Source: an optimization exercise on an open RTL-to-GDS flow (aim: small area, a short achievable clock period and few clock cycles). Production flows keep margins and buffers that such runs may drop. In this exercise RTL edits were held to simulation tests only and were not proved equivalent to the original. No activity file was given, so power comes from the tool's default toggle rates.

## conv_layer
module conv_layer #(
    parameter INPUT_CHANNELS = 3,
    parameter OUTPUT_CHANNELS = 32,
    parameter KERNEL_SIZE = 3,
    parameter INPUT_WIDTH = 4,
    parameter INPUT_HEIGHT = 4,
    parameter WEIGHT_BITS = 4,
    parameter ACTIVATION_BITS = 8
) (
    input wire clk,
    input wire rst_n,
    input wire [ACTIVATION_BITS-1:0] input_data,
    input wire input_valid,
    output wire input_ready,
    input wire [WEIGHT_BITS*256-1:0] weights_flat,
    input wire [7:0] weight_addr,
    input wire weight_valid,
    output wire [ACTIVATION_BITS-1:0] output_data,
    output wire output_valid,
    input wire output_ready,
    input wire start,
    output wire done,
    input wire [7:0] stride,
    input wire [7:0] padding,
    input wire [255:0] bias_flat
);
localparam TAPS = KERNEL_SIZE * KERNEL_SIZE;                   
localparam MACS = TAPS * INPUT_CHANNELS;                         
localparam NOUT = INPUT_WIDTH * INPUT_HEIGHT * OUTPUT_CHANNELS;  
reg        act;       
reg        wl;        
reg        wld;       
reg [4:0]  m;         
reg [8:0]  nc;        
reg        fin;       
reg        p1;        
reg        l1;        
  ...
Size in the first run: ~130 flip-flops, about 1,300 I/O pins, ~0.013 mm² of cells after synthesis.
export LEC_CHECK = 0
export CAP_MARGIN = 20
export CORE_AREA = 5 5 255 255
export CTS_BUF_LIST = sky130_fd_sc_hd__clkbuf_8
export DIE_AREA = 0 0 260 260
export SETUP_SLACK_MARGIN = 4.2
export SLEW_MARGIN = 20
export SYNTH_HIERARCHICAL = 1
create_clock -name core_clock -period 7.0 [get_ports {clk}]
standard.sh (not shown) runs the stock make flow with config.mk's settings and CLKGATE_MAP_FILE= SYNTH_SCRIPT=/design/flow/synth_recipe.tcl, a recipe that flattens the netlist after the stock synthesis.
==> flow/flow/run.sh <==
#!/bin/bash
# Standard ORFS layout, with every port buffered by the smallest buffer
# instead of the default clkdlybuf4s50_1, and pins one track apart so the
# die can be small. The clock pin is placed first, in the middle of the left
# edge, with no other pin within 6 um, since its wire uses wider spacing.
set -euo pipefail
export BUFFER_PORTS_ARGS="-buffer_cell sky130_fd_sc_hd__buf_1"
# die height from config.mk (DIE_AREA = 0 0 W H)
H=$(awk '/DIE_AREA/ {print $NF}' config.mk | tail -1)
Y=$(awk -v h="$H" 'BEGIN { k = int((h / 2 - 0.34) / 0.68); printf "%.2f", 0.34 + k * 0.68 }')
LO=$(awk -v y="$Y" 'BEGIN { printf "%.2f", y - 6 }')
HI=$(awk -v y="$Y" 'BEGIN { printf "%.2f", y + 6 }')
export CLK_PIN_Y="$Y"
export PRE_IO_PLACEMENT_TCL="$PWD/flow/pre_io.tcl"
export PLACE_PINS_ARGS="-min_distance 1 -min_distance_in_tracks -exclude left:${LO}-${HI}"
echo "die height $H, clk pin at y=$Y, excluded left:${LO}-${HI}" > run_info.log
bash standard.sh finish > standard.log 2>&1
==> flow/flow/pre_io.tcl <==
# Place the clock pin by itself before the other pins.
place_pin -pin_name clk -layer met3 -location [list 0 $::env(CLK_PIN_Y)] \
  -pin_size {0.8 0.3} -force_to_die_boundary
The baseline went through all stages and came out clean.
Testbench counts at the start, summed over its fixed seeds: cycles 166,062.
Next try:
CTS_BUF_LIST = unset   (was sky130_fd_sc_hd__clkbuf_8)
SETUP_SLACK_MARGIN = 4.6   (was 4.2)
Via count grows by 6.8%.
Cell area grows by 15%.
Worst hold slack gains 0.0035 ns.
Die area does not change.
Setup slack gains 0.29 ns.
Sequential cell count stays the same.
Total power grows by 18%.
Global-route usage grows by 3.1 points.
Sequential share of layout area shrinks by 2.0 points.
Final cell count grows by 2.1%.
Count of clock-buffer cells in the layout does not change.
Next try:
SETUP_SLACK_MARGIN = 4.0   (was 4.6)
Sequential cell count stays the same.
Routed wire length fell by 15%.
Sequential power stays flat.
Die area is unchanged.
Fmax goes down by 15%.
Area after synthesis does not change.
Worst setup slack loses 0.46 ns.
Global-route usage went down by 3.2 points.
Worst hold slack got worse by 0.0075 ns.
Power fell by 8.6%.
Next try:
SETUP_SLACK_MARGIN = 4.4   (was 4.0)
What happened:
- cell count rose by 0.48%
- clock-buffer cell count went down by 3
- global-route usage came out higher by 1.5 points
- worst hold slack degrades by 0.0050 ns
- die area stays the same
- wire length rose by 8.5%
- clock skew barely changes
- non-clock buffer count came out higher by 29
- design area came out higher by 5.4%
Next try:
CTS_BUF_LIST = sky130_fd_sc_hd__clkbuf_8   (was unset)
Outcome:
- routed wire length shrinks by 3.0%
- hold slack gains 0.0038 ns
- cell area shrinks by 2.8%
- area after synthesis stays the same
- via count shrinks by 0.35%
- global-route usage shrinks by 0.58 points
- power fell by 9.0%
- combinational power is about the same

==> static timing again, ports no longer ideal <==
The results above use ideal ports. As a check the final layouts listed here were re-extracted and re-timed, cells and wires unchanged.
Step 1 sets driving cells, clkbuf_16 on the clock port and buf_2 on the other inputs (assumed; they add their load-dependent delay and slew).
Step 2 adds t to the input delays and takes it off the output delays; t is the mean of the earliest and latest rising clock arrival at the registers after step 1. Input paths then give back, and output paths get back, about the clock's delay inside the block.
a / b / c = ideal ports / drivers / drivers and shift; a / b = the first two.
| run | t (ns) | setup WS [ns] | worst setup path at the end | worst register clock-pin slew, ns |
|---|---|---|---|---|
| the first run | 0.496 | 4.117 / 4.105 / 3.609 | input to register | 0.08 / 0.08 |
| the second run | 0.466 | 4.412 / 4.284 / 3.818 | input to register | 0.06 / 0.06 |
| the third run | 0.466 | 3.951 / 3.928 / 3.463 | input to register | 0.06 / 0.06 |
| the fourth run | 0.470 | 4.342 / 4.309 / 3.840 | input to register | 0.06 / 0.06 |
| the fifth run | 0.492 | 4.340 / 4.308 / 3.816 | input to register | 0.08 / 0.08 |
After both steps setup and hold are still met in every run listed. The setup slack of the second run, which loses most, moves by -0.128 ns with the drivers and by -0.594 ns with both steps.
